From an optimization exercise on the open Yosys and OpenROAD flow, aimed at small area, a short achievable clock period and few clock cycles; shortcuts taken in it are not production practice. For this run, only the layout was checked, not whether the RTL still works. No activity file was given, so power comes from the tool's default toggle rates.

File: flow/config.mk
export PLATFORM = sky130hd
export DESIGN_NAME = DATAPATH
export DESIGN_NICKNAME = DATAPATH
export VERILOG_FILES = /design/flow/design.v
export SDC_FILE = /design/flow/constraint.sdc
export NUM_CORES = 4
export LEC_CHECK = 0
export ABC_AREA = 1
export CAP_MARGIN = 20
export CORE_MARGIN = 2
export CORE_UTILIZATION = 60
export SLEW_MARGIN = 20
export SYNTH_HIERARCHICAL = 1
export SYNTH_MINIMUM_KEEP_SIZE = 0
File: flow/constraint.sdc
create_clock -name core_clock -period 4.0 [get_ports {clk}]
set_input_delay 0.8000 -clock core_clock [delete_from_list [all_inputs] [get_ports {clk}]]
set_output_delay 0.8000 -clock core_clock [all_outputs]
set_load 0.01 [all_outputs]
File: flow/design.v
`timescale 1ns / 1ps
module DATAPATH(Product, done, clk, multiplicand, multiplier, start, rst);
output [31:0] Product;
output reg done;
input [16:0] multiplicand;
input [16:0] multiplier;
input clk, start, rst;
wire one1 = multiplier[0] ^ 1'b0;
wire two2 = (multiplier[1] & ~multiplier[0] & ~1'b0) | (~multiplier[1] & multiplier[0] & 1'b0);
wire pp3 = ((one1 & multiplicand[0])) ^ multiplier[1];
wire pp4 = ((one1 & multiplicand[1]) | (two2 & multiplicand[0])) ^ multiplier[1];
wire pp5 = ((one1 & multiplicand[2]) | (two2 & multiplicand[1])) ^ multiplier[1];
wire pp6 = ((one1 & multiplicand[3]) | (two2 & multiplicand[2])) ^ multiplier[1];
wire pp7 = ((one1 & multiplicand[4]) | (two2 & multiplicand[3])) ^ multiplier[1];
wire pp8 = ((one1 & multiplicand[5]) | (two2 & multiplicand[4])) ^ multiplier[1];
wire pp9 = ((one1 & multiplicand[6]) | (two2 & multiplicand[5])) ^ multiplier[1];
wire pp10 = ((one1 & multiplicand[7]) | (two2 & multiplicand[6])) ^ multiplier[1];
wire pp11 = ((one1 & multiplicand[8]) | (two2 & multiplicand[7])) ^ multiplier[1];
wire pp12 = ((one1 & multiplicand[9]) | (two2 & multiplicand[8])) ^ multiplier[1];
wire pp13 = ((one1 & multiplicand[10]) | (two2 & multiplicand[9])) ^ multiplier[1];
wire pp14 = ((one1 & multiplicand[11]) | (two2 & multiplicand[10])) ^ multiplier[1];
wire pp15 = ((one1 & multiplicand[12]) | (two2 & multiplicand[11])) ^ multiplier[1];
wire pp16 = ((one1 & multiplicand[13]) | (two2 & multiplicand[12])) ^ multiplier[1];
wire pp17 = ((one1 & multiplicand[14]) | (two2 & multiplicand[13])) ^ multiplier[1];
wire pp18 = ((one1 & multiplicand[15]) | (two2 & multiplicand[14])) ^ multiplier[1];
wire pp19 = ((two2 & multiplicand[15])) ^ multiplier[1];
wire sn20 = ~multiplier[1];
wire one21 = multiplier[2] ^ multiplier[1];
wire two22 = (multiplier[3] & ~multiplier[2] & ~multiplier[1]) | (~multiplier[3] & multiplier[2] & multiplier[1]);
wire pp23 = ((one21 & multiplicand[0])) ^ multiplier[3];
wire pp24 = ((one21 & multiplicand[1]) | (two22 & multiplicand[0])) ^ multiplier[3];
wire pp25 = ((one21 & multiplicand[2]) | (two22 & multiplicand[1])) ^ multiplier[3];
wire pp26 = ((one21 & multiplicand[3]) | (two22 & multiplicand[2])) ^ multiplier[3];
wire pp27 = ((one21 & multiplicand[4]) | (two22 & multiplicand[3])) ^ multiplier[3];
wire pp28 = ((one21 & multiplicand[5]) | (two22 & multiplicand[4])) ^ multiplier[3];
wire pp29 = ((one21 & multiplicand[6]) | (two22 & multiplicand[5])) ^ multiplier[3];
wire pp30 = ((one21 & multiplicand[7]) | (two22 & multiplicand[6])) ^ multiplier[3];
wire pp31 = ((one21 & multiplicand[8]) | (two22 & multiplicand[7])) ^ multiplier[3];
wire pp32 = ((one21 & multiplicand[9]) | (two22 & multiplicand[8])) ^ multiplier[3];
wire pp33 = ((one21 & multiplicand[10]) | (two22 & multiplicand[9])) ^ multiplier[3];
wire pp34 = ((one21 & multiplicand[11]) | (two22 & multiplicand[10])) ^ multiplier[3];
wire pp35 = ((one21 & multiplicand[12]) | (two22 & multiplicand[11])) ^ multiplier[3];
wire pp36 = ((one21 & multiplicand[13]) | (two22 & multiplicand[12])) ^ multiplier[3];
wire pp37 = ((one21 & multiplicand[14]) | (two22 & multiplicand[13])) ^ multiplier[3];
wire pp38 = ((one21 & multiplicand[15]) | (two22 & multiplicand[14])) ^ multiplier[3];
wire pp39 = ((two22 & multiplicand[15])) ^ multiplier[3];
wire sn40 = ~multiplier[3];
wire one41 = multiplier[4] ^ multiplier[3];
wire two42 = (multiplier[5] & ~multiplier[4] & ~multiplier[3]) | (~multiplier[5] & multiplier[4] & multiplier[3]);
wire pp43 = ((one41 & multiplicand[0])) ^ multiplier[5];
wire pp44 = ((one41 & multiplicand[1]) | (two42 & multiplicand[0])) ^ multiplier[5];
wire pp45 = ((one41 & multiplicand[2]) | (two42 & multiplicand[1])) ^ multiplier[5];
wire pp46 = ((one41 & multiplicand[3]) | (two42 & multiplicand[2])) ^ multiplier[5];
wire pp47 = ((one41 & multiplicand[4]) | (two42 & multiplicand[3])) ^ multiplier[5];
wire pp48 = ((one41 & multiplicand[5]) | (two42 & multiplicand[4])) ^ multiplier[5];
wire pp49 = ((one41 & multiplicand[6]) | (two42 & multiplicand[5])) ^ multiplier[5];
wire pp50 = ((one41 & multiplicand[7]) | (two42 & multiplicand[6])) ^ multiplier[5];
wire pp51 = ((one41 & multiplicand[8]) | (two42 & multiplicand[7])) ^ multiplier[5];
wire pp52 = ((one41 & multiplicand[9]) | (two42 & multiplicand[8])) ^ multiplier[5];
wire pp53 = ((one41 & multiplicand[10]) | (two42 & multiplicand[9])) ^ multiplier[5];
wire pp54 = ((one41 & multiplicand[11]) | (two42 & multiplicand[10])) ^ multiplier[5];
wire pp55 = ((one41 & multiplicand[12]) | (two42 & multiplicand[11])) ^ multiplier[5];
wire pp56 = ((one41 & multiplicand[13]) | (two42 & multiplicand[12])) ^ multiplier[5];
wire pp57 = ((one41 & multiplicand[14]) | (two42 & multiplicand[13])) ^ multiplier[5];
wire pp58 = ((one41 & multiplicand[15]) | (two42 & multiplicand[14])) ^ multiplier[5];
wire pp59 = ((two42 & multiplicand[15])) ^ multiplier[5];
wire sn60 = ~multiplier[5];
wire one61 = multiplier[6] ^ multiplier[5];
wire two62 = (multiplier[7] & ~multiplier[6] & ~multiplier[5]) | (~multiplier[7] & multiplier[6] & multiplier[5]);
wire pp63 = ((one61 & multiplicand[0])) ^ multiplier[7];
wire pp64 = ((one61 & multiplicand[1]) | (two62 & multiplicand[0])) ^ multiplier[7];
wire pp65 = ((one61 & multiplicand[2]) | (two62 & multiplicand[1])) ^ multiplier[7];
wire pp66 = ((one61 & multiplicand[3]) | (two62 & multiplicand[2])) ^ multiplier[7];
wire pp67 = ((one61 & multiplicand[4]) | (two62 & multiplicand[3])) ^ multiplier[7];
wire pp68 = ((one61 & multiplicand[5]) | (two62 & multiplicand[4])) ^ multiplier[7];
wire pp69 = ((one61 & multiplicand[6]) | (two62 & multiplicand[5])) ^ multiplier[7];
wire pp70 = ((one61 & multiplicand[7]) | (two62 & multiplicand[6])) ^ multiplier[7];
wire pp71 = ((one61 & multiplicand[8]) | (two62 & multiplicand[7])) ^ multiplier[7];
wire pp72 = ((one61 & multiplicand[9]) | (two62 & multiplicand[8])) ^ multiplier[7];
wire pp73 = ((one61 & multiplicand[10]) | (two62 & multiplicand[9])) ^ multiplier[7];
wire pp74 = ((one61 & multiplicand[11]) | (two62 & multiplicand[10])) ^ multiplier[7];
wire pp75 = ((one61 & multiplicand[12]) | (two62 & multiplicand[11])) ^ multiplier[7];
wire pp76 = ((one61 & multiplicand[13]) | (two62 & multiplicand[12])) ^ multiplier[7];
wire pp77 = ((one61 & multiplicand[14]) | (two62 & multiplicand[13])) ^ multiplier[7];
wire pp78 = ((one61 & multiplicand[15]) | (two62 & multiplicand[14])) ^ multiplier[7];
wire pp79 = ((two62 & multiplicand[15])) ^ multiplier[7];
wire sn80 = ~multiplier[7];
wire one81 = multiplier[8] ^ multiplier[7];
wire two82 = (multiplier[9] & ~multiplier[8] & ~multiplier[7]) | (~multiplier[9] & multiplier[8] & multiplier[7]);
wire pp83 = ((one81 & multiplicand[0])) ^ multiplier[9];
wire pp84 = ((one81 & multiplicand[1]) | (two82 & multiplicand[0])) ^ multiplier[9];
wire pp85 = ((one81 & multiplicand[2]) | (two82 & multiplicand[1])) ^ multiplier[9];
wire pp86 = ((one81 & multiplicand[3]) | (two82 & multiplicand[2])) ^ multiplier[9];
wire pp87 = ((one81 & multiplicand[4]) | (two82 & multiplicand[3])) ^ multiplier[9];
wire pp88 = ((one81 & multiplicand[5]) | (two82 & multiplicand[4])) ^ multiplier[9];
wire pp89 = ((one81 & multiplicand[6]) | (two82 & multiplicand[5])) ^ multiplier[9];
wire pp90 = ((one81 & multiplicand[7]) | (two82 & multiplicand[6])) ^ multiplier[9];
wire pp91 = ((one81 & multiplicand[8]) | (two82 & multiplicand[7])) ^ multiplier[9];
wire pp92 = ((one81 & multiplicand[9]) | (two82 & multiplicand[8])) ^ multiplier[9];
wire pp93 = ((one81 & multiplicand[10]) | (two82 & multiplicand[9])) ^ multiplier[9];
wire pp94 = ((one81 & multiplicand[11]) | (two82 & multiplicand[10])) ^ multiplier[9];
wire pp95 = ((one81 & multiplicand[12]) | (two82 & multiplicand[11])) ^ multiplier[9];
wire pp96 = ((one81 & multiplicand[13]) | (two82 & multiplicand[12])) ^ multiplier[9];
wire pp97 = ((one81 & multiplicand[14]) | (two82 & multiplicand[13])) ^ multiplier[9];
wire pp98 = ((one81 & multiplicand[15]) | (two82 & multiplicand[14])) ^ multiplier[9];
wire pp99 = ((two82 & multiplicand[15])) ^ multiplier[9];
wire sn100 = ~multiplier[9];
wire one101 = multiplier[10] ^ multiplier[9];
wire two102 = (multiplier[11] & ~multiplier[10] & ~multiplier[9]) | (~multiplier[11] & multiplier[10] & multiplier[9]);
wire pp103 = ((one101 & multiplicand[0])) ^ multiplier[11];
wire pp104 = ((one101 & multiplicand[1]) | (two102 & multiplicand[0])) ^ multiplier[11];
wire pp105 = ((one101 & multiplicand[2]) | (two102 & multiplicand[1])) ^ multiplier[11];
wire pp106 = ((one101 & multiplicand[3]) | (two102 & multiplicand[2])) ^ multiplier[11];
wire pp107 = ((one101 & multiplicand[4]) | (two102 & multiplicand[3])) ^ multiplier[11];
wire pp108 = ((one101 & multiplicand[5]) | (two102 & multiplicand[4])) ^ multiplier[11];
wire pp109 = ((one101 & multiplicand[6]) | (two102 & multiplicand[5])) ^ multiplier[11];
wire pp110 = ((one101 & multiplicand[7]) | (two102 & multiplicand[6])) ^ multiplier[11];
wire pp111 = ((one101 & multiplicand[8]) | (two102 & multiplicand[7])) ^ multiplier[11];
wire pp112 = ((one101 & multiplicand[9]) | (two102 & multiplicand[8])) ^ multiplier[11];
wire pp113 = ((one101 & multiplicand[10]) | (two102 & multiplicand[9])) ^ multiplier[11];
wire pp114 = ((one101 & multiplicand[11]) | (two102 & multiplicand[10])) ^ multiplier[11];
wire pp115 = ((one101 & multiplicand[12]) | (two102 & multiplicand[11])) ^ multiplier[11];
wire pp116 = ((one101 & multiplicand[13]) | (two102 & multiplicand[12])) ^ multiplier[11];
wire pp117 = ((one101 & multiplicand[14]) | (two102 & multiplicand[13])) ^ multiplier[11];
wire pp118 = ((one101 & multiplicand[15]) | (two102 & multiplicand[14])) ^ multiplier[11];
wire pp119 = ((two102 & multiplicand[15])) ^ multiplier[11];
wire sn120 = ~multiplier[11];
wire one121 = multiplier[12] ^ multiplier[11];
wire two122 = (multiplier[13] & ~multiplier[12] & ~multiplier[11]) | (~multiplier[13] & multiplier[12] & multiplier[11]);
wire pp123 = ((one121 & multiplicand[0])) ^ multiplier[13];
wire pp124 = ((one121 & multiplicand[1]) | (two122 & multiplicand[0])) ^ multiplier[13];
wire pp125 = ((one121 & multiplicand[2]) | (two122 & multiplicand[1])) ^ multiplier[13];
wire pp126 = ((one121 & multiplicand[3]) | (two122 & multiplicand[2])) ^ multiplier[13];
wire pp127 = ((one121 & multiplicand[4]) | (two122 & multiplicand[3])) ^ multiplier[13];
wire pp128 = ((one121 & multiplicand[5]) | (two122 & multiplicand[4])) ^ multiplier[13];
wire pp129 = ((one121 & multiplicand[6]) | (two122 & multiplicand[5])) ^ multiplier[13];
wire pp130 = ((one121 & multiplicand[7]) | (two122 & multiplicand[6])) ^ multiplier[13];
wire pp131 = ((one121 & multiplicand[8]) | (two122 & multiplicand[7])) ^ multiplier[13];
wire pp132 = ((one121 & multiplicand[9]) | (two122 & multiplicand[8])) ^ multiplier[13];
wire pp133 = ((one121 & multiplicand[10]) | (two122 & multiplicand[9])) ^ multiplier[13];
wire pp134 = ((one121 & multiplicand[11]) | (two122 & multiplicand[10])) ^ multiplier[13];
wire pp135 = ((one121 & multiplicand[12]) | (two122 & multiplicand[11])) ^ multiplier[13];
wire pp136 = ((one121 & multiplicand[13]) | (two122 & multiplicand[12])) ^ multiplier[13];
wire pp137 = ((one121 & multiplicand[14]) | (two122 & multiplicand[13])) ^ multiplier[13];
wire pp138 = ((one121 & multiplicand[15]) | (two122 & multiplicand[14])) ^ multiplier[13];
wire pp139 = ((two122 & multiplicand[15])) ^ multiplier[13];
wire sn140 = ~multiplier[13];
wire one141 = multiplier[14] ^ multiplier[13];
wire two142 = (multiplier[15] & ~multiplier[14] & ~multiplier[13]) | (~multiplier[15] & multiplier[14] & multiplier[13]);
wire pp143 = ((one141 & multiplicand[0])) ^ multiplier[15];
wire pp144 = ((one141 & multiplicand[1]) | (two142 & multiplicand[0])) ^ multiplier[15];
wire pp145 = ((one141 & multiplicand[2]) | (two142 & multiplicand[1])) ^ multiplier[15];
wire pp146 = ((one141 & multiplicand[3]) | (two142 & multiplicand[2])) ^ multiplier[15];
wire pp147 = ((one141 & multiplicand[4]) | (two142 & multiplicand[3])) ^ multiplier[15];
wire pp148 = ((one141 & multiplicand[5]) | (two142 & multiplicand[4])) ^ multiplier[15];
wire pp149 = ((one141 & multiplicand[6]) | (two142 & multiplicand[5])) ^ multiplier[15];
wire pp150 = ((one141 & multiplicand[7]) | (two142 & multiplicand[6])) ^ multiplier[15];
wire pp151 = ((one141 & multiplicand[8]) | (two142 & multiplicand[7])) ^ multiplier[15];
wire pp152 = ((one141 & multiplicand[9]) | (two142 & multiplicand[8])) ^ multiplier[15];
wire pp153 = ((one141 & multiplicand[10]) | (two142 & multiplicand[9])) ^ multiplier[15];
wire pp154 = ((one141 & multiplicand[11]) | (two142 & multiplicand[10])) ^ multiplier[15];
wire pp155 = ((one141 & multiplicand[12]) | (two142 & multiplicand[11])) ^ multiplier[15];
wire pp156 = ((one141 & multiplicand[13]) | (two142 & multiplicand[12])) ^ multiplier[15];
wire pp157 = ((one141 & multiplicand[14]) | (two142 & multiplicand[13])) ^ multiplier[15];
wire pp158 = ((one141 & multiplicand[15]) | (two142 & multiplicand[14])) ^ multiplier[15];
wire pp159 = ((two142 & multiplicand[15])) ^ multiplier[15];
wire sn160 = ~multiplier[15];
wire pp161 = multiplicand[0] & multiplier[15];
wire pp162 = multiplicand[1] & multiplier[15];
wire pp163 = multiplicand[2] & multiplier[15];
wire pp164 = multiplicand[3] & multiplier[15];
wire pp165 = multiplicand[4] & multiplier[15];
wire pp166 = multiplicand[5] & multiplier[15];
wire pp167 = multiplicand[6] & multiplier[15];
wire pp168 = multiplicand[7] & multiplier[15];
wire pp169 = multiplicand[8] & multiplier[15];
wire pp170 = multiplicand[9] & multiplier[15];
wire pp171 = multiplicand[10] & multiplier[15];
wire pp172 = multiplicand[11] & multiplier[15];
wire pp173 = multiplicand[12] & multiplier[15];
wire pp174 = multiplicand[13] & multiplier[15];
wire pp175 = multiplicand[14] & multiplier[15];
wire pp176 = multiplicand[15] & multiplier[15];
wire s177, c178;
HA2 u_s177 (.a(multiplier[11]), .b(pp13), .s(s177), .co(c178));
wire s179, c180;
HA2 u_s179 (.a(pp14), .b(pp32), .s(s179), .co(c180));
wire s181, c182;
FA3 u_s181 (.a(multiplier[13]), .b(pp15), .c(pp33), .s(s181), .co(c182));
wire s183, c184;
HA2 u_s183 (.a(pp51), .b(pp69), .s(s183), .co(c184));
wire s185, c186;
FA3 u_s185 (.a(pp16), .b(pp34), .c(pp52), .s(s185), .co(c186));
wire s187, c188;
HA2 u_s187 (.a(pp70), .b(pp88), .s(s187), .co(c188));
wire s189, c190;
FA3 u_s189 (.a(multiplier[15]), .b(pp17), .c(pp35), .s(s189), .co(c190));
wire s191, c192;
FA3 u_s191 (.a(pp53), .b(pp71), .c(pp89), .s(s191), .co(c192));
wire s193, c194;
HA2 u_s193 (.a(pp107), .b(pp125), .s(s193), .co(c194));
wire s195, c196;
FA3 u_s195 (.a(pp18), .b(pp36), .c(pp54), .s(s195), .co(c196));
wire s197, c198;
FA3 u_s197 (.a(pp72), .b(pp90), .c(pp108), .s(s197), .co(c198));
wire s199, c200;
HA2 u_s199 (.a(pp126), .b(pp144), .s(s199), .co(c200));
wire s201, c202;
FA3 u_s201 (.a(pp161), .b(pp19), .c(pp37), .s(s201), .co(c202));
wire s203, c204;
FA3 u_s203 (.a(pp55), .b(pp73), .c(pp91), .s(s203), .co(c204));
wire s205, c206;
FA3 u_s205 (.a(pp109), .b(pp127), .c(pp145), .s(s205), .co(c206));
wire s207, c208;
FA3 u_s207 (.a(multiplier[1]), .b(pp162), .c(pp38), .s(s207), .co(c208));
wire s209, c210;
FA3 u_s209 (.a(pp56), .b(pp74), .c(pp92), .s(s209), .co(c210));
wire s211, c212;
FA3 u_s211 (.a(pp110), .b(pp128), .c(pp146), .s(s211), .co(c212));
wire s213, c214;
FA3 u_s213 (.a(multiplier[1]), .b(pp163), .c(pp39), .s(s213), .co(c214));
wire s215, c216;
FA3 u_s215 (.a(pp57), .b(pp75), .c(pp93), .s(s215), .co(c216));
wire s217, c218;
FA3 u_s217 (.a(pp111), .b(pp129), .c(pp147), .s(s217), .co(c218));
wire s219, c220;
FA3 u_s219 (.a(sn20), .b(sn40), .c(pp164), .s(s219), .co(c220));
wire s221, c222;
FA3 u_s221 (.a(pp58), .b(pp76), .c(pp94), .s(s221), .co(c222));
wire s223, c224;
FA3 u_s223 (.a(pp112), .b(pp130), .c(pp148), .s(s223), .co(c224));
wire s225 = ~(pp165 ^ pp59);
wire c226 = pp165 | pp59;
wire s227, c228;
FA3 u_s227 (.a(pp77), .b(pp95), .c(pp113), .s(s227), .co(c228));
wire s229, c230;
HA2 u_s229 (.a(pp131), .b(pp149), .s(s229), .co(c230));
wire s231, c232;
FA3 u_s231 (.a(sn60), .b(pp166), .c(pp78), .s(s231), .co(c232));
wire s233, c234;
FA3 u_s233 (.a(pp96), .b(pp114), .c(pp132), .s(s233), .co(c234));
wire s235 = ~(pp167 ^ pp79);
wire c236 = pp167 | pp79;
wire s237, c238;
HA2 u_s237 (.a(pp97), .b(pp115), .s(s237), .co(c238));
wire s239, c240;
FA3 u_s239 (.a(sn80), .b(pp168), .c(pp98), .s(s239), .co(c240));
wire s241, c242;
HA2 u_s241 (.a(1'b1), .b(pp169), .s(s241), .co(c242));
wire s243, c244;
HA2 u_s243 (.a(multiplier[7]), .b(pp9), .s(s243), .co(c244));
wire s245, c246;
HA2 u_s245 (.a(pp10), .b(pp28), .s(s245), .co(c246));
wire s247, c248;
FA3 u_s247 (.a(multiplier[9]), .b(pp11), .c(pp29), .s(s247), .co(c248));
wire s249, c250;
HA2 u_s249 (.a(pp47), .b(pp65), .s(s249), .co(c250));
wire s251, c252;
FA3 u_s251 (.a(pp12), .b(pp30), .c(pp48), .s(s251), .co(c252));
wire s253, c254;
HA2 u_s253 (.a(pp66), .b(pp84), .s(s253), .co(c254));
wire s255, c256;
FA3 u_s255 (.a(pp31), .b(pp49), .c(pp67), .s(s255), .co(c256));
wire s257, c258;
FA3 u_s257 (.a(pp85), .b(pp103), .c(s177), .s(s257), .co(c258));
wire s259, c260;
FA3 u_s259 (.a(pp50), .b(pp68), .c(pp86), .s(s259), .co(c260));
wire s261, c262;
FA3 u_s261 (.a(pp104), .b(c178), .c(s179), .s(s261), .co(c262));
wire s263, c264;
FA3 u_s263 (.a(pp87), .b(pp105), .c(pp123), .s(s263), .co(c264));
wire s265, c266;
FA3 u_s265 (.a(c180), .b(s183), .c(s181), .s(s265), .co(c266));
wire s267, c268;
FA3 u_s267 (.a(pp106), .b(pp124), .c(c184), .s(s267), .co(c268));
wire s269, c270;
FA3 u_s269 (.a(s187), .b(c182), .c(s185), .s(s269), .co(c270));
wire s271, c272;
FA3 u_s271 (.a(pp143), .b(c188), .c(s193), .s(s271), .co(c272));
wire s273, c274;
FA3 u_s273 (.a(c186), .b(s189), .c(s191), .s(s273), .co(c274));
wire s275, c276;
FA3 u_s275 (.a(c194), .b(s199), .c(c190), .s(s275), .co(c276));
wire s277, c278;
FA3 u_s277 (.a(c192), .b(s195), .c(s197), .s(s277), .co(c278));
wire s279, c280;
FA3 u_s279 (.a(c200), .b(c196), .c(c198), .s(s279), .co(c280));
wire s281, c282;
FA3 u_s281 (.a(s201), .b(s203), .c(s205), .s(s281), .co(c282));
wire s283, c284;
FA3 u_s283 (.a(c202), .b(c204), .c(c206), .s(s283), .co(c284));
wire s285, c286;
FA3 u_s285 (.a(s207), .b(s209), .c(s211), .s(s285), .co(c286));
wire s287, c288;
FA3 u_s287 (.a(c208), .b(c210), .c(c212), .s(s287), .co(c288));
wire s289, c290;
FA3 u_s289 (.a(s213), .b(s215), .c(s217), .s(s289), .co(c290));
wire s291, c292;
FA3 u_s291 (.a(s219), .b(c214), .c(c216), .s(s291), .co(c292));
wire s293, c294;
FA3 u_s293 (.a(c218), .b(s221), .c(s223), .s(s293), .co(c294));
wire s295, c296;
FA3 u_s295 (.a(c220), .b(s229), .c(c222), .s(s295), .co(c296));
wire s297, c298;
FA3 u_s297 (.a(c224), .b(s225), .c(s227), .s(s297), .co(c298));
wire s299, c300;
FA3 u_s299 (.a(pp150), .b(c230), .c(c226), .s(s299), .co(c300));
wire s301, c302;
FA3 u_s301 (.a(c228), .b(s231), .c(s233), .s(s301), .co(c302));
wire s303, c304;
FA3 u_s303 (.a(pp133), .b(pp151), .c(s237), .s(s303), .co(c304));
wire s305, c306;
FA3 u_s305 (.a(c232), .b(c234), .c(s235), .s(s305), .co(c306));
wire s307, c308;
FA3 u_s307 (.a(pp116), .b(pp134), .c(pp152), .s(s307), .co(c308));
wire s309, c310;
FA3 u_s309 (.a(c238), .b(c236), .c(s239), .s(s309), .co(c310));
wire s311, c312;
FA3 u_s311 (.a(s241), .b(pp99), .c(pp117), .s(s311), .co(c312));
wire s313, c314;
FA3 u_s313 (.a(pp135), .b(pp153), .c(c240), .s(s313), .co(c314));
wire s315, c316;
FA3 u_s315 (.a(sn100), .b(pp170), .c(c242), .s(s315), .co(c316));
wire s317, c318;
FA3 u_s317 (.a(pp118), .b(pp136), .c(pp154), .s(s317), .co(c318));
wire s319 = ~(pp171 ^ pp119);
wire c320 = pp171 | pp119;
wire s321, c322;
HA2 u_s321 (.a(pp137), .b(pp155), .s(s321), .co(c322));
wire s323, c324;
FA3 u_s323 (.a(sn120), .b(pp172), .c(pp138), .s(s323), .co(c324));
wire s325, c326;
HA2 u_s325 (.a(1'b1), .b(pp173), .s(s325), .co(c326));
wire s327, c328;
HA2 u_s327 (.a(multiplier[5]), .b(pp7), .s(s327), .co(c328));
wire s329, c330;
HA2 u_s329 (.a(pp8), .b(pp26), .s(s329), .co(c330));
wire s331, c332;
FA3 u_s331 (.a(pp27), .b(pp45), .c(pp63), .s(s331), .co(c332));
wire s333, c334;
FA3 u_s333 (.a(pp46), .b(pp64), .c(c244), .s(s333), .co(c334));
wire s335, c336;
FA3 u_s335 (.a(pp83), .b(c246), .c(s249), .s(s335), .co(c336));
wire s337, c338;
FA3 u_s337 (.a(c250), .b(s253), .c(c248), .s(s337), .co(c338));
wire s339, c340;
FA3 u_s339 (.a(c254), .b(c252), .c(s255), .s(s339), .co(c340));
wire s341, c342;
FA3 u_s341 (.a(c256), .b(s259), .c(c258), .s(s341), .co(c342));
wire s343, c344;
FA3 u_s343 (.a(c260), .b(s263), .c(c262), .s(s343), .co(c344));
wire s345, c346;
FA3 u_s345 (.a(c264), .b(s267), .c(c266), .s(s345), .co(c346));
wire s347, c348;
FA3 u_s347 (.a(c268), .b(s271), .c(c270), .s(s347), .co(c348));
wire s349, c350;
FA3 u_s349 (.a(c272), .b(c274), .c(s275), .s(s349), .co(c350));
wire s351, c352;
FA3 u_s351 (.a(c276), .b(c278), .c(s279), .s(s351), .co(c352));
wire s353, c354;
FA3 u_s353 (.a(c280), .b(c282), .c(s283), .s(s353), .co(c354));
wire s355, c356;
FA3 u_s355 (.a(c284), .b(c286), .c(s287), .s(s355), .co(c356));
wire s357, c358;
FA3 u_s357 (.a(c288), .b(c290), .c(s291), .s(s357), .co(c358));
wire s359, c360;
FA3 u_s359 (.a(c292), .b(c294), .c(s295), .s(s359), .co(c360));
wire s361, c362;
FA3 u_s361 (.a(c296), .b(c298), .c(s299), .s(s361), .co(c362));
wire s363, c364;
FA3 u_s363 (.a(s303), .b(c300), .c(c302), .s(s363), .co(c364));
wire s365, c366;
FA3 u_s365 (.a(s307), .b(c304), .c(c306), .s(s365), .co(c366));
wire s367, c368;
FA3 u_s367 (.a(c308), .b(s311), .c(c310), .s(s367), .co(c368));
wire s369, c370;
FA3 u_s369 (.a(s315), .b(c312), .c(s317), .s(s369), .co(c370));
wire s371, c372;
FA3 u_s371 (.a(s321), .b(c316), .c(c318), .s(s371), .co(c372));
wire s373, c374;
FA3 u_s373 (.a(pp156), .b(c322), .c(c320), .s(s373), .co(c374));
wire s375, c376;
FA3 u_s375 (.a(s325), .b(pp139), .c(pp157), .s(s375), .co(c376));
wire s377, c378;
FA3 u_s377 (.a(sn140), .b(pp174), .c(c326), .s(s377), .co(c378));
wire s379, c380;
HA2 u_s379 (.a(1'b1), .b(pp175), .s(s379), .co(c380));
reg [91:0] acc_r;
always @(posedge clk)
 if (start)
  acc_r <= {c380, pp176, sn160, c378, pp159, s379, c376, pp158, s377, c374, c324, s375, c372, s323, s373, c370, s319, s371, c368, c314, s369, c366, s313, s367, c364, s309, s365, c362, s305, s363, c360, s301, s361, c358, s297, s359, c356, s293, s357, c354, s289, s355, c352, s285, s353, c350, s281, s351, c348, s277, s349, c346, s273, s347, c344, s269, s345, c342, s265, s343, c340, s261, s341, c338, s257, s339, c336, s251, s337, c334, s247, s335, c332, s245, s333, c330, s243, s331, c328, pp44, s329, pp43, pp25, s327, pp24, pp6, pp23, pp5, multiplier[3], pp4, pp3, multiplier[1]};
wire s381, c382;
HA2 u_s381 (.a(acc_r[3]), .b(acc_r[4]), .s(s381), .co(c382));
wire s383, c384;
HA2 u_s383 (.a(acc_r[6]), .b(acc_r[7]), .s(s383), .co(c384));
wire s385, c386;
FA3 u_s385 (.a(acc_r[8]), .b(acc_r[9]), .c(acc_r[10]), .s(s385), .co(c386));
wire s387, c388;
FA3 u_s387 (.a(acc_r[11]), .b(acc_r[12]), .c(acc_r[13]), .s(s387), .co(c388));
wire s389, c390;
FA3 u_s389 (.a(acc_r[14]), .b(acc_r[15]), .c(acc_r[16]), .s(s389), .co(c390));
wire s391, c392;
FA3 u_s391 (.a(acc_r[17]), .b(acc_r[18]), .c(acc_r[19]), .s(s391), .co(c392));
wire s393, c394;
FA3 u_s393 (.a(acc_r[20]), .b(acc_r[21]), .c(acc_r[22]), .s(s393), .co(c394));
wire s395, c396;
FA3 u_s395 (.a(acc_r[23]), .b(acc_r[24]), .c(acc_r[25]), .s(s395), .co(c396));
wire s397, c398;
FA3 u_s397 (.a(acc_r[26]), .b(acc_r[27]), .c(acc_r[28]), .s(s397), .co(c398));
wire s399, c400;
FA3 u_s399 (.a(acc_r[29]), .b(acc_r[30]), .c(acc_r[31]), .s(s399), .co(c400));
wire s401, c402;
FA3 u_s401 (.a(acc_r[32]), .b(acc_r[33]), .c(acc_r[34]), .s(s401), .co(c402));
wire s403, c404;
FA3 u_s403 (.a(acc_r[35]), .b(acc_r[36]), .c(acc_r[37]), .s(s403), .co(c404));
wire s405, c406;
FA3 u_s405 (.a(acc_r[38]), .b(acc_r[39]), .c(acc_r[40]), .s(s405), .co(c406));
wire s407, c408;
FA3 u_s407 (.a(acc_r[41]), .b(acc_r[42]), .c(acc_r[43]), .s(s407), .co(c408));
wire s409, c410;
FA3 u_s409 (.a(acc_r[44]), .b(acc_r[45]), .c(acc_r[46]), .s(s409), .co(c410));
wire s411, c412;
FA3 u_s411 (.a(acc_r[47]), .b(acc_r[48]), .c(acc_r[49]), .s(s411), .co(c412));
wire s413, c414;
FA3 u_s413 (.a(acc_r[50]), .b(acc_r[51]), .c(acc_r[52]), .s(s413), .co(c414));
wire s415, c416;
FA3 u_s415 (.a(acc_r[53]), .b(acc_r[54]), .c(acc_r[55]), .s(s415), .co(c416));
wire s417, c418;
FA3 u_s417 (.a(acc_r[56]), .b(acc_r[57]), .c(acc_r[58]), .s(s417), .co(c418));
wire s419, c420;
FA3 u_s419 (.a(acc_r[59]), .b(acc_r[60]), .c(acc_r[61]), .s(s419), .co(c420));
wire s421, c422;
FA3 u_s421 (.a(acc_r[62]), .b(acc_r[63]), .c(acc_r[64]), .s(s421), .co(c422));
wire s423, c424;
FA3 u_s423 (.a(acc_r[65]), .b(acc_r[66]), .c(acc_r[67]), .s(s423), .co(c424));
wire s425, c426;
FA3 u_s425 (.a(acc_r[68]), .b(acc_r[69]), .c(acc_r[70]), .s(s425), .co(c426));
wire s427, c428;
FA3 u_s427 (.a(acc_r[71]), .b(acc_r[72]), .c(acc_r[73]), .s(s427), .co(c428));
wire s429, c430;
FA3 u_s429 (.a(acc_r[74]), .b(acc_r[75]), .c(acc_r[76]), .s(s429), .co(c430));
wire s431, c432;
FA3 u_s431 (.a(acc_r[77]), .b(acc_r[78]), .c(acc_r[79]), .s(s431), .co(c432));
wire s433, c434;
FA3 u_s433 (.a(acc_r[80]), .b(acc_r[81]), .c(acc_r[82]), .s(s433), .co(c434));
wire s435, c436;
FA3 u_s435 (.a(acc_r[83]), .b(acc_r[84]), .c(acc_r[85]), .s(s435), .co(c436));
wire s437, c438;
FA3 u_s437 (.a(acc_r[86]), .b(acc_r[87]), .c(acc_r[88]), .s(s437), .co(c438));
wire s439, c440;
FA3 u_s439 (.a(acc_r[89]), .b(acc_r[90]), .c(acc_r[91]), .s(s439), .co(c440));
wire [31:0] acc_s = {c438, c436, c434, c432, c430, c428, c426, c424, c422, c420, c418, c416, c414, c412, c410, c408, c406, c404, c402, c400, c398, c396, c394, c392, c390, c388, c386, c384, c382, acc_r[5], acc_r[2], acc_r[0]};
wire [31:0] acc_c = {s439, s437, s435, s433, s431, s429, s427, s425, s423, s421, s419, s417, s415, s413, s411, s409, s407, s405, s403, s401, s399, s397, s395, s393, s391, s389, s387, s385, s383, s381, 1'b0, acc_r[1]};
wire g441, p442;
HA2 u_g441 (.a(acc_r[0]), .b(acc_r[1]), .s(p442), .co(g441));
wire g443, p444;
HA2 u_g443 (.a(acc_r[5]), .b(s381), .s(p444), .co(g443));
wire g445, p446;
HA2 u_g445 (.a(c382), .b(s383), .s(p446), .co(g445));
wire g447, p448;
HA2 u_g447 (.a(c384), .b(s385), .s(p448), .co(g447));
wire g449, p450;
HA2 u_g449 (.a(c386), .b(s387), .s(p450), .co(g449));
wire g451, p452;
HA2 u_g451 (.a(c388), .b(s389), .s(p452), .co(g451));
wire g453, p454;
HA2 u_g453 (.a(c390), .b(s391), .s(p454), .co(g453));
wire g455, p456;
HA2 u_g455 (.a(c392), .b(s393), .s(p456), .co(g455));
wire g457, p458;
HA2 u_g457 (.a(c394), .b(s395), .s(p458), .co(g457));
wire g459, p460;
HA2 u_g459 (.a(c396), .b(s397), .s(p460), .co(g459));
wire g461, p462;
HA2 u_g461 (.a(c398), .b(s399), .s(p462), .co(g461));
wire g463, p464;
HA2 u_g463 (.a(c400), .b(s401), .s(p464), .co(g463));
wire g465, p466;
HA2 u_g465 (.a(c402), .b(s403), .s(p466), .co(g465));
wire g467, p468;
HA2 u_g467 (.a(c404), .b(s405), .s(p468), .co(g467));
wire g469, p470;
HA2 u_g469 (.a(c406), .b(s407), .s(p470), .co(g469));
wire g471, p472;
HA2 u_g471 (.a(c408), .b(s409), .s(p472), .co(g471));
wire g473, p474;
HA2 u_g473 (.a(c410), .b(s411), .s(p474), .co(g473));
wire g475, p476;
HA2 u_g475 (.a(c412), .b(s413), .s(p476), .co(g475));
wire g477, p478;
HA2 u_g477 (.a(c414), .b(s415), .s(p478), .co(g477));
wire g479, p480;
HA2 u_g479 (.a(c416), .b(s417), .s(p480), .co(g479));
wire g481, p482;
HA2 u_g481 (.a(c418), .b(s419), .s(p482), .co(g481));
wire g483, p484;
HA2 u_g483 (.a(c420), .b(s421), .s(p484), .co(g483));
wire g485, p486;
HA2 u_g485 (.a(c422), .b(s423), .s(p486), .co(g485));
wire g487, p488;
HA2 u_g487 (.a(c424), .b(s425), .s(p488), .co(g487));
wire g489, p490;
HA2 u_g489 (.a(c426), .b(s427), .s(p490), .co(g489));
wire g491, p492;
HA2 u_g491 (.a(c428), .b(s429), .s(p492), .co(g491));
wire g493, p494;
HA2 u_g493 (.a(c430), .b(s431), .s(p494), .co(g493));
wire g495, p496;
HA2 u_g495 (.a(c432), .b(s433), .s(p496), .co(g495));
wire g497, p498;
HA2 u_g497 (.a(c434), .b(s435), .s(p498), .co(g497));
wire g499, p500;
HA2 u_g499 (.a(c436), .b(s437), .s(p500), .co(g499));
wire g501, p502;
HA2 u_g501 (.a(c438), .b(s439), .s(p502), .co(g501));
wire q503 = acc_r[2] & g441;
wire q504 = acc_r[2] & p442;
wire q505 = (p446 & g443) | g445;
wire q506 = p446 & p444;
wire q507 = (p450 & g447) | g449;
wire q508 = p450 & p448;
wire q509 = (p454 & g451) | g453;
wire q510 = p454 & p452;
wire q511 = (p458 & g455) | g457;
wire q512 = p458 & p456;
wire q513 = (p462 & g459) | g461;
wire q514 = p462 & p460;
wire q515 = (p466 & g463) | g465;
wire q516 = p466 & p464;
wire q517 = (p470 & g467) | g469;
wire q518 = p470 & p468;
wire q519 = (p474 & g471) | g473;
wire q520 = p474 & p472;
wire q521 = (p478 & g475) | g477;
wire q522 = p478 & p476;
wire q523 = (p482 & g479) | g481;
wire q524 = p482 & p480;
wire q525 = (p486 & g483) | g485;
wire q526 = p486 & p484;
wire q527 = (p490 & g487) | g489;
wire q528 = p490 & p488;
wire q529 = (p494 & g491) | g493;
wire q530 = p494 & p492;
wire q531 = (p498 & g495) | g497;
wire q532 = p498 & p496;
wire q533 = (p502 & g499) | g501;
wire q534 = p502 & p500;
wire q535 = (q506 & q503) | q505;
wire q536 = q506 & q504;
wire q537 = (q510 & q507) | q509;
wire q538 = q510 & q508;
wire q539 = (q514 & q511) | q513;
wire q540 = q514 & q512;
wire q541 = (q518 & q515) | q517;
wire q542 = q518 & q516;
wire q543 = (q522 & q519) | q521;
wire q544 = q522 & q520;
wire q545 = (q526 & q523) | q525;
wire q546 = q526 & q524;
wire q547 = (q530 & q527) | q529;
wire q548 = q530 & q528;
wire q549 = (q534 & q531) | q533;
wire q550 = q534 & q532;
wire q551 = (q538 & q535) | q537;
wire q552 = q538 & q536;
wire q553 = (q542 & q539) | q541;
wire q554 = q542 & q540;
wire q555 = (q546 & q543) | q545;
wire q556 = q546 & q544;
wire q557 = (q550 & q547) | q549;
wire q558 = q550 & q548;
wire q559 = (q554 & q551) | q553;
wire q560 = q554 & q552;
wire q561 = (q558 & q555) | q557;
wire q562 = q558 & q556;
wire q563 = (q562 & q559) | q561;
wire q564 = q562 & q560;
wire q565 = (q556 & q559) | q555;
wire q566 = q556 & q560;
wire q567 = (q540 & q551) | q539;
wire q568 = q540 & q552;
wire q569 = (q544 & q559) | q543;
wire q570 = q544 & q560;
wire q571 = (q548 & q565) | q547;
wire q572 = q548 & q566;
wire q573 = (q508 & q535) | q507;
wire q574 = q508 & q536;
wire q575 = (q512 & q551) | q511;
wire q576 = q512 & q552;
wire q577 = (q516 & q567) | q515;
wire q578 = q516 & q568;
wire q579 = (q520 & q559) | q519;
wire q580 = q520 & q560;
wire q581 = (q524 & q569) | q523;
wire q582 = q524 & q570;
wire q583 = (q528 & q565) | q527;
wire q584 = q528 & q566;
wire q585 = (q532 & q571) | q531;
wire q586 = q532 & q572;
wire q587 = (p444 & q503) | g443;
wire q588 = p444 & q504;
wire q589 = (p448 & q535) | g447;
wire q590 = p448 & q536;
wire q591 = (p452 & q573) | g451;
wire q592 = p452 & q574;
wire q593 = (p456 & q551) | g455;
wire q594 = p456 & q552;
wire q595 = (p460 & q575) | g459;
wire q596 = p460 & q576;
wire q597 = (p464 & q567) | g463;
wire q598 = p464 & q568;
wire q599 = (p468 & q577) | g467;
wire q600 = p468 & q578;
wire q601 = (p472 & q559) | g471;
wire q602 = p472 & q560;
wire q603 = (p476 & q579) | g475;
wire q604 = p476 & q580;
wire q605 = (p480 & q569) | g479;
wire q606 = p480 & q570;
wire q607 = (p484 & q581) | g483;
wire q608 = p484 & q582;
wire q609 = (p488 & q565) | g487;
wire q610 = p488 & q566;
wire q611 = (p492 & q583) | g491;
wire q612 = p492 & q584;
wire q613 = (p496 & q571) | g495;
wire q614 = p496 & q572;
wire q615 = (p500 & q585) | g499;
wire q616 = p500 & q586;
wire q617 = acc_r[2] ^ g441;
wire q618 = p444 ^ q503;
wire q619 = p446 ^ q587;
wire q620 = p448 ^ q535;
wire q621 = p450 ^ q589;
wire q622 = p452 ^ q573;
wire q623 = p454 ^ q591;
wire q624 = p456 ^ q551;
wire q625 = p458 ^ q593;
wire q626 = p460 ^ q575;
wire q627 = p462 ^ q595;
wire q628 = p464 ^ q567;
wire q629 = p466 ^ q597;
wire q630 = p468 ^ q577;
wire q631 = p470 ^ q599;
wire q632 = p472 ^ q559;
wire q633 = p474 ^ q601;
wire q634 = p476 ^ q579;
wire q635 = p478 ^ q603;
wire q636 = p480 ^ q569;
wire q637 = p482 ^ q605;
wire q638 = p484 ^ q581;
wire q639 = p486 ^ q607;
wire q640 = p488 ^ q565;
wire q641 = p490 ^ q609;
wire q642 = p492 ^ q583;
wire q643 = p494 ^ q611;
wire q644 = p496 ^ q571;
wire q645 = p498 ^ q613;
wire q646 = p500 ^ q585;
wire q647 = p502 ^ q615;
assign Product = {q647, q646, q645, q644, q643, q642, q641, q640, q639, q638, q637, q636, q635, q634, q633, q632, q631, q630, q629, q628, q627, q626, q625, q624, q623, q622, q621, q620, q619, q618, q617, p442};
always @(posedge clk)
 if (rst)
  done <= 1'b0;
 else
  done <= start;
endmodule
module FA3(a, b, c, s, co);
input a, b, c;
output s, co;
assign s = a ^ b ^ c;
assign co = (a & b) | (a & c) | (b & c);
endmodule
module BSEL(one, two, neg, a0, a1, pp);
input one, two, neg, a0, a1;
output pp;
assign pp = ((one & a0) | (two & a1)) ^ neg;
endmodule
module AO21(a, b, c, y);
input a, b, c;
output y;
assign y = (a & b) | c;
endmodule
module HA2(a, b, s, co);
input a, b;
output s, co;
assign s = a ^ b;
assign co = a & b;
endmodule
File: flow/flow/run.sh
#!/bin/bash
# Standard layout, with plain buffers (instead of delay buffers) on the ports.
set -euo pipefail
export BUFFER_PORTS_ARGS="-buffer_cell sky130_fd_sc_hd__buf_2"
bash standard.sh > standard.log 2>&1
File: flow/standard.sh
#!/bin/bash
# synth_recipe.tcl (not shown) runs the flow's synth.tcl, then flattens the netlist and writes it again
# the make line also repeats each setting of config.mk as NAME=value (left out here)
make -C /OpenROAD-flow-scripts/flow DESIGN_CONFIG=/design/flow/config.mk WORK_HOME=/design/flow/orfs CLKGATE_MAP_FILE= SYNTH_SCRIPT=/design/flow/synth_recipe.tcl "${@:-finish}"
==> notes.md <==
-- modules after synthesis (local to each module, per instance) --
module / cells / area, µm² / times used / flops+latches
DATAPATH: 699 / 6690 / 1 / 93
FA3: 1 / 20.0 / 109 / 0
HA2: 1 / 12.5 / 51 / 0
-- cell usage after synthesis --
cell / count
clkbuf_1: 13
a21oi_1: 11
clkinv_1: 2
buf_2: 19
buf_1: 3
a21o_1: 2
buf_6: 8
a22oi_1: 1
a21oi_2: 3
a21oi_4: 3
edfxtp_1: 92
conb_1: 1
dfxtp_1: 1
inv_2: 4
nand2_1: 70
a31o_2: 3
nand3_2: 1
nor3_1: 1
o21ai_1: 2
nand2_2: 7
o21bai_1: 1
nand3_1: 9
fa_1: 109
inv_1: 69
nor2_1: 31
o21ai_0: 8
or2_2: 1
nand4_1: 2
o22ai_2: 4
nor2_4: 4
buf_4: 40
o22ai_1: 116
ha_1: 70
xnor2_1: 14
nor2_2: 5
xor2_1: 129
-- logic make-up after synthesis --
logic type	Yosys count
AOI/OAI and AO/OA	154
DFF	93
and+or+nand+nor	131
other	1
buffers and inverters	158
xor gates and xnor gates	143
adders and majority gates	179
-- critical path, stage by stage (launching register included) --
cell and delay [ns]:
edfxtp_1 0.41, fa_2 0.62, ha_4 0.22, nand2_2 0.08
inv_2 0.05, a21oi_4 0.21, nand2_2 0.10, nand2_2 0.08
nand2_4 0.08, nand2_4 0.07, nand2_4 0.08, nand2_2 0.07
nand2_2 0.06, nand2_1 0.07, nand2_1 0.08, ha_2 0.19
nor2_2 0.12, xnor2_1 0.12, buf_2 0.15
-- what timing repair did --
item                       CTS  global route
setup endpoints to repair    6             8
pin swaps                    5            12
gates resized for setup     10            11
setup buffers                2             4
-- state kept, by name, indices dropped and copies added (netlist names) --
signal,cells
acc_r,92
done,1
-- cells in the final DEF (no fill, tap or decap), types with 2 or more instances in the layout --
cell type / n
a21o_1: 2
a21oi_1: 10
a21oi_2: 3
a21oi_4: 4
a31o_2: 3
buf_2: 66
buf_4: 34
bufinv_16: 2
clkbuf_16: 9
clkinv_1: 3
clkinv_2: 2
conb_1: 3
edfxtp_1: 92
fa_1: 108
ha_1: 65
ha_4: 4
inv_1: 68
inv_2: 5
nand2_1: 65
nand2_2: 9
nand2_4: 3
nand3_1: 8
nand3_2: 2
nand4_1: 2
nor2_1: 28
nor2_2: 8
nor2_4: 4
o21ai_0: 8
o21ai_1: 2
o22ai_1: 116
o22ai_2: 4
xnor2_1: 14
xor2_1: 129
-- final timing paths --
check,depth (start not counted),to,from
worst max-delay path,18,Product[31],acc_r[17]
worst min-delay path,2,done,rst
-- report_power, final --
part	switching (µW)	internal, µW	leakage [µW]
registers	145	1510	0.000907
clock network	367	544	0.000153
logic	2970	2450	0.00340
-- per-stage QoR --
step	area, µm²	cells
global placement	9790	1089
floorplan	9520	861
global route	10300	1111
CTS	10200	1107
finish	10300	1111
detailed placement	9790	1089
-- cell type report --
cell class                      count  area (µm²)
Sequential cell                    93        2780
Multi-Input combinational cell    610        6020
Clock buffer                        9         225
Tap cell                          216         270
Fill cell                        1269        5450
Clock inverter                      7        90.1
Inverter                           75         282
Timing Repair Buffer              101         597
-- layer usage --
metal	part of all wire [%]	vias up
met2	46	268
li1	-	2957
met3	7.9	48
met4	2.4	2
met1	44	3132
met5	0.033	-
==> notes.md <==
Status - complete, but fails checks
SO Viols - setup timing
Compound-Gate Fraction of Synth Area - 10.6%
Largest family of logic cells by synthesized area - adder cells
Synthesized area per cell - 11.1 µm²
Hold crit path type - in2reg
Final Setup Violations - 1
Ranking of synthesized cells by area - edfxtp_1, fa_1, xor2_1
Core area - 15700 µm²
Post-layout util - 65.3%
Vias in the first global route - 6452
Crit path launch type - register
IO Count - 70
Overflow after GRT - 0
Syn. warnings - 7
Static leakage - 0.00446 µW
Fin crit period - 4.02 ns
Area growth, synth to finish - 7.89%
Starting density of the core - 60.6%
Peak VDD IR - 0.000885 V
Cell variety after synth - 36
Worst Setup Slack, final - -0.0184 ns
Critical Path RT - 3.20 ns
Vias - 6407
Slew Limit Headroom - 45.0%
# nets final - 1106
Adder-Cell Fraction of Synth Area - 32.1%
Met2 Track Usage GR - 40.0%
Die width - 130 µm
RSZ-0062 raised after global routing - true
Detailed Place HPWL - 16300 µm
Grt peak-use layer - met2
Total die area - 16900 µm²
Post-Syn Instances - 859
Met1 GRT Util - 38.3%
H-tree depth - 3
Sequential cell area fraction in the yosys report - 29.2%
# hold bufs at CTS - 0
# clock sinks - 93
Maxcap violations - 0
Cts bufs inserted - 9
Synth Area in XOR/XNOR - 13.2%
DRT Wirelength - 21300 µm
Post-route ant nets - 0
Reg clk slew, reported paths - 0.07 ns
Final TNS setup - -0.0184 ns
Worst-case clock buffer depth - 2
Met3 Use GR - 6.31%
Initial drt markers - 574
Synth Area in Simple Gates - 6.08%
Worst-path maximum fanout - 4
Initial antenna violation count - 1
Data arrival time of the critical path - 3.22 ns
CTS tree - built
Max Slew Vio Count - 0
Final hold vios - 0
# diodes - 0
Drt first pass iters - 5
Routed length per placed instance - 19.1 µm
PortBufs - 67
Area leader, netlist - edfxtp_1
Core Rows - 46
CP Capture Type - output port
First-pass GRT wire length - 33800 µm
Vias per cell - 5.77
Overall routing resource usage - 26.6%
Layout cell share with drive strength beyond 1 - 18.8%
Total power - 7990 µW
Netlist Area Pre-Place - 9510 µm²
Hold Slack - 0.590 ns
Chip Height - 130 µm
Critical path type - reg2out
Slew of the pin with the lowest slew margin - 0.825 ns
Largest net degree at the start of global routing - 94
#FFs+latches synth - 93
Multiplexer share of the synthesized area - 0%
Post-placement setup slack - 0.151 ns
Max Fclk - 249 MHz
Final worst path period share - 100%
Yosys top cell area share - 29.0%
# DRC - 0
GP Congestion - 0.912
PD cells - 778 nW/µm²
Root Buffer - clkbuf_16

[static timing again, ports no longer ideal]
How much do the figures lean on ideal ports? The routed layout below was timed once more, with nothing changed but the port constraints.
Step 1 sets driving cells, clkbuf_16 on the clock port and buf_2 on the other inputs (assumed; they add their load-dependent delay and slew).
Step 2 moves the port delays by t, midway between the first and last clock arrival at a register: inputs arrive t later, outputs are due t later. That takes back most of the time a late clock gives input paths.
a / b / c = ideal / step 1 / step 2; a / b = the first two.
t (ns): 0.396
slack for setup (ns): -0.018 / -0.061 / 0.260
worst hold slack (ns): 0.590 / 0.571 / 0.966
clock arrival spread, ns: 0.011 / 0.011
worst data-port slew with drivers (ns): 0.04
For this run, drivers alone change the setup slack by -0.043 ns; drivers and shift together by +0.278 ns.
